Background: an optimization exercise with open tools, aiming at small area and a short achievable clock period. Do not read the settings as production practice.
Where RTL was checked, it was by simulation tests only, not by an equivalence proof against the original.

// GCC
module GCC(READY_, Xc, Yc, Xi, Yi, Wi, RESET_, CLK);
input CLK, RESET_;
input [7:0] Xi, Yi;
input [3:0] Wi;
output READY_;
output [7:0] Xc, Yc;
reg READY_, delay;
reg [7:0] Xc, Yc;
reg [7:0] x0, x1, x2, x3, x4, x5;
reg [7:0] y0, y1, y2, y3, y4, y5;
reg [3:0] w0, w1, w2, w3, w4, w5;
reg [2:0] num;
reg full;
reg [6:0] S;
reg [14:0] NX, NY;
reg [8:0] S3;        
wire [8:0] S3n;
wire [7:0] cx, cy;       
wire [5:0] e;            
wire [6:0] Sn;           
wire [14:0] NXn, NYn;    
wire [5:0] fe;
assign fe[0] = num == 3'd0;
assign fe[1] = num == 3'd1;
assign fe[2] = num == 3'd2;
assign fe[3] = num == 3'd3;
assign fe[4] = num == 3'd4;
assign fe[5] = num == 3'd5;
wire n0 = S[0] | S[1];
wire n1 = n0 | S[2];
wire n2 = n1 | S[3];
wire n3 = n2 | S[4];
wire n4 = n3 | S[5];
wire n5 = n4 | S[6];
wire n6 = NX[6] & ~S[0];
wire n7 = NX[7] & ~S[1];
wire n8 = NX[8] & ~S[2];
wire n9 = NX[9] & ~S[3];
wire n10 = NX[10] & ~S[4];
wire n11 = NX[11] & ~S[5];
wire n12 = NX[12] & ~S[6];
wire n13 = NX[6] ^ ~S[0];
wire n14 = NX[7] ^ ~S[1];
wire n15 = NX[8] ^ ~S[2];
wire n16 = NX[9] ^ ~S[3];
wire n17 = NX[10] ^ ~S[4];
wire n18 = NX[11] ^ ~S[5];
wire n19 = NX[12] ^ ~S[6];
wire n20 = n6 | n13;
wire n21 = n14 & n20;
wire n22 = n7 | n21;
wire n23 = n14 & n13;
wire n24 = n16 & n8;
wire n25 = n9 | n24;
wire n26 = n16 & n15;
wire n27 = n18 & n10;
wire n28 = n11 | n27;
wire n29 = n18 & n17;
wire n30 = ~NX[13] & n12;
wire n31 = NX[13] | n30;
wire n32 = ~NX[13] & n19;
wire n33 = n15 & n22;
wire n34 = n8 | n33;
wire n35 = n15 & n23;
wire n36 = n26 & n22;
wire n37 = n25 | n36;
wire n38 = n26 & n23;
wire n39 = n19 & n28;
wire n40 = n12 | n39;
wire n41 = n19 & n29;
wire n42 = n32 & n28;
wire n43 = n31 | n42;
wire n44 = n32 & n29;
wire n45 = n17 & n37;
  ...
For scale: ~4500 cells after synthesis, about 0.038 mm^2 of cells after synthesis.
clock: 52.0 ns
lec_check: 0
abc_area: 1
cap_margin: 20
core_margin: 2
core_utilization: 40
place_density: 0.6
slew_margin: 20
synth_hierarchical: 1
standard.sh (not shown) runs the stock make flow with config.mk's settings and CLKGATE_MAP_FILE= SYNTH_SCRIPT=/design/flow/synth_recipe.tcl, a recipe that flattens the netlist after the stock synthesis.
==> flow/flow/run.sh <==
#!/bin/bash
cd "$(dirname "$0")/.."
cp standard.sh standard_sh.copy.log
cp config.mk config_mk.copy.log
export SETUP_SLACK_MARGIN=33
bash standard.sh > standard.log 2>&1
rc=$?
exit $rc
Next try:
==> flow/flow/run.sh (replaced) <==
#!/bin/bash
cd "$(dirname "$0")/.."
cp standard.sh standard_sh.copy.log
cp config.mk config_mk.copy.log
export SETUP_SLACK_MARGIN=34
bash standard.sh > standard.log 2>&1
rc=$?
exit $rc
CAP_MARGIN = 60   (was 20)
SLEW_MARGIN = 50   (was 20)
Effect: The changed run ran to the end with no violations; synthesized area does not change; sequential share of layout area went down by 0.92 points; register-to-register slack improves by 0.36 ns; wire length increases by a few percent; maximum frequency rose by a few percent; setup slack improved by 0.36 ns; clock-buffer cell count does not change.
Next try:
==> flow/flow/run.sh (replaced) <==
#!/bin/bash
cd "$(dirname "$0")/.."
rm -rf scripts_alt
cp -r "$FLOW_HOME/scripts" scripts_alt
printf 'strash\ndch\nmap -a -B 0.9\ntopo\nstime -c\nbuffer -c\nupsize -c\ndnsize -c\n' > scripts_alt/abc_area.script
export SCRIPTS_DIR="$PWD/scripts_alt"
export SETUP_SLACK_MARGIN=33
bash standard.sh > standard.log 2>&1
exit $?
Outcome: Worst setup slack degrades by 1.3 ns. Die area goes down by 6.0%. Wire length goes down by 3.8%. Cell area goes down by 4.3%. Utilization goes up by 0.69 points. Cell count goes down by 11%. Via count goes down by 6.1%. First-iteration DRC count goes down by 9.9%. Critical path depth goes down by 6.
Next try:
==> flow/flow/run.sh (replaced) <==
#!/bin/bash
cd "$(dirname "$0")/.."
cp standard.sh standard_sh.copy.log
cp config.mk config_mk.copy.log
export SETUP_SLACK_MARGIN=33
bash standard.sh > standard.log 2>&1
rc=$?
exit $rc
CORE_UTILIZATION = 55   (was 40)
PLACE_DENSITY = 0.7   (was 0.6)
Via count went up by 3.5%.
Routed wire length went down by 5.7%.


== v3 ==
GCC again, from the RTL that the note above started with.
Settings: LEC_CHECK=0, ABC_AREA=1, CAP_MARGIN=20, CORE_MARGIN=2, CORE_UTILIZATION=40, PLACE_DENSITY=0.6, SLEW_MARGIN=20, SYNTH_HIERARCHICAL=1; clock period 52.0 ns.
==> flow/flow/run.sh <==
#!/bin/bash
cd "$(dirname "$0")/.."
cp standard.sh standard_sh.copy.log
cp config.mk config_mk.copy.log
export SETUP_SLACK_MARGIN=33.5
bash standard.sh > standard.log 2>&1
rc=$?
exit $rc
> inputs changed (v3 -> v43)
- CAP_MARGIN now 60, was 20
- SLEW_MARGIN now 50, was 20
==> flow/flow/run.sh <==
#!/bin/bash
cd "$(dirname "$0")/.."
rm -rf scripts_alt
cp -r "$FLOW_HOME/scripts" scripts_alt
printf 'strash\ndch\nmap -a -B 0.9\ntopo\nstime -c\nbuffer -c\nupsize -c\ndnsize -c\n' > scripts_alt/abc_area.script
export SCRIPTS_DIR="$PWD/scripts_alt"
export SETUP_SLACK_MARGIN=32
bash standard.sh > standard.log 2>&1
exit $?
Global-route wire length before repair in v43 vs v3: down 4.1%
Diff v3 -> v43: peak fanout along the critical path fell by 12; area of all placed cells without fillers rose by about 0.9%.
The inputs of v47 differ from those of v43 as listed below.
- setting TNS_END_PERCENT to 20 for the first time
==> flow/flow/run.sh <==
#!/bin/bash
cd "$(dirname "$0")/.."
cp standard.sh standard_sh.copy.log
cp config.mk config_mk.copy.log
export SETUP_SLACK_MARGIN=33
bash standard.sh > standard.log 2>&1
rc=$?
exit $rc
==> results.txt <==
Compared with v43, v47 shows a lower number of detailed-route iterations in the first pass. v43 vs v47, commonest non-fill, non-tap cell in the layout: sky130_fd_sc_hd__fa_1 vs sky130_fd_sc_hd__nand2_1. v43 → v47: number of global-route vias before repair up about 5.5%; overall die area up about 6.4%. Per the comparison of v47 with v43, signed area change from the synthesized netlist to the final layout fell by 11 points; final worst-path setup slack increased by 1.50 ns relative to the old numbers. Relative to v43, the horizontal die dimension measured on v47 has increased by a few percent. v47 — routing usage on met2 1.3 points lower, v43 as reference. v47 went all the way through the flow, and no timing, DRC or antenna check failed.
Input-level comparison between v4 and v47:
- TNS_END_PERCENT removed (was 20)
Findings:
- Re upper clock frequency limit: no difference whatsoever between v4 and v47.
- Number of buffers and inverters on the critical path: v4 vs v47 identical
- On number of antenna violations at the first check in global routing, v4 and v47 are basically level.


Another version of the RTL of GCC (not shown whole).
Size: ~4,600 cells after synthesis, roughly 190 flip-flops, about 39 I/O pins.
## GCC
module GCC(READY_, Xc, Yc, Xi, Yi, Wi, RESET_, CLK);
input CLK, RESET_;
input [7:0] Xi, Yi;
input [3:0] Wi;
output READY_;
output [7:0] Xc, Yc;
reg READY_, delay;
reg [7:0] Xc, Yc;
reg [7:0] x0, x1, x2, x3, x4, x5;
reg [7:0] y0, y1, y2, y3, y4, y5;
reg [3:0] w0, w1, w2, w3, w4, w5;
reg [2:0] num;
reg full;
reg [6:0] S;
reg [14:0] NX, NY;
reg [8:0] S3;        
wire [8:0] S3n;
wire [7:0] cx, cy;       
wire [5:0] e;            
wire [6:0] Sn;           
wire [14:0] NXn, NYn;    
wire [5:0] fe;
assign fe[0] = num == 3'd0;
assign fe[1] = num == 3'd1;
assign fe[2] = num == 3'd2;
assign fe[3] = num == 3'd3;
assign fe[4] = num == 3'd4;
assign fe[5] = num == 3'd5;
wire n0 = S[0] | S[1];
wire n1 = n0 | S[2];
wire n2 = n1 | S[3];
wire n3 = n2 | S[4];
wire n4 = n3 | S[5];
wire n5 = n4 | S[6];
wire n6 = NX[6] & ~S[0];
wire n7 = NX[7] & ~S[1];
wire n8 = NX[8] & ~S[2];
wire n9 = NX[9] & ~S[3];
wire n10 = NX[10] & ~S[4];
wire n11 = NX[11] & ~S[5];
  ...
clock: 52.0 ns
lec_check: 0
abc_area: 1
cap_margin: 60
core_margin: 2
core_utilization: 40
place_density: 0.6
slew_margin: 50
synth_hierarchical: 1
==> flow/flow/run.sh <==
#!/bin/bash
cd "$(dirname "$0")/.."
cp standard.sh standard_sh.copy.log
cp config.mk config_mk.copy.log
export SETUP_SLACK_MARGIN=32
bash standard.sh > standard.log 2>&1
rc=$?
exit $rc
Edit:
==> flow/run.sh (new file) <==
#!/bin/bash
# synth_recipe.tcl (not shown) runs the flow's synth.tcl, then flattens the netlist and writes it again
# the make line also repeats each setting of config.mk as NAME=value (left out here)
make -C /OpenROAD-flow-scripts/flow DESIGN_CONFIG=/design/flow/config.mk WORK_HOME=/design/flow/orfs CLKGATE_MAP_FILE= SYNTH_SCRIPT=/design/flow/synth_recipe.tcl finish
--- a/flow/config.mk
+++ b/flow/config.mk
@@ -8,3 +8,3 @@
 export ABC_AREA = 1
-export CAP_MARGIN = 60
+export CAP_MARGIN = 20
 export CORE_MARGIN = 2
@@ -12,3 +12,3 @@
 export PLACE_DENSITY = 0.6
-export SLEW_MARGIN = 50
+export SLEW_MARGIN = 70
 export SYNTH_HIERARCHICAL = 1
removed: flow/flow/run.sh
removed: flow/standard.sh
After rerunning:
- setup slack got worse by 2.0 ns
- final cell count went down slightly
- die area does not change
- non-clock buffer count is lower by 74
- utilization fell by 1.3 points
Edit:
--- a/flow/config.mk
+++ b/flow/config.mk
@@ -12,3 +12,3 @@
 export PLACE_DENSITY = 0.6
-export SLEW_MARGIN = 70
+export SLEW_MARGIN = 20
 export SYNTH_HIERARCHICAL = 1
Effect: Area after synthesis stays the same. Register-to-register slack is worse by 1.4 ns. Wire length is about the same. Setup slack gets worse by 1.4 ns. First-iteration DRC count fell by about 0.6%. Non-clock buffer count came out lower by 32. Count of clock-buffer cells in the layout stays the same.
No run of this note included a check of the RTL's function; only the layout flow was run.

-- afterwards: timing with drivers on the ports --
No port has a modelled driver above. Below, the same layouts with a new extraction and two added sets of constraints.
Step 1: set_driving_cell puts a clkbuf_16 on CLK and a buf_2 on each other input, an assumption about the parent block.
Step 2 moves the port delays by t, midway between the first and last clock arrival at a register: inputs arrive t later, outputs are due t later. That takes back most of the time a late clock gives input paths.
Three values: no drivers, after step 1, after step 2; two values: the first two.
| run | t, ns | slack for setup (ns) | worst setup path at the end | clock arrival spread, ns |
|---|---|---|---|---|
| the first run of note 1 | 0.520 | 33.919 / 33.919 / 33.499 | input to register | 0.013 / 0.012 |
| the second run of note 1 | 0.512 | 34.276 / 34.262 / 33.750 | input to register | 0.016 / 0.015 |
| the third run of note 1 | 0.530 | 33.021 / 33.021 / 33.021 | register to register | 0.025 / 0.025 |
| the fourth run of note 1 | 0.506 | 33.850 / 33.850 / 33.692 | input to register | 0.017 / 0.017 |
| v3 | 0.528 | 34.002 / 34.036 / 33.508 | input to register | 0.009 / 0.010 |
| v43 | 0.528 | 32.437 / 32.437 / 32.437 | register to register | 0.013 / 0.013 |
| v47 | 0.516 | 33.938 / 33.938 / 33.765 | input to register | 0.015 / 0.015 |
| v4 | 0.516 | 33.938 / 33.938 / 33.765 | input to register | 0.015 / 0.015 |
| the first run of note 3 | 0.513 | 33.095 / 33.095 / 33.095 | register to register | 0.020 / 0.020 |
| the second run of note 3 | 0.508 | 31.106 / 31.106 / 31.106 | register to register | 0.023 / 0.024 |
| the third run of note 3 | 0.504 | 29.756 / 29.756 / 29.756 | register to register | 0.023 / 0.023 |
After both steps setup and hold are still met in every run listed. For the second run of note 1, which loses most, drivers alone change the setup slack by -0.014 ns; drivers and shift together by -0.526 ns.
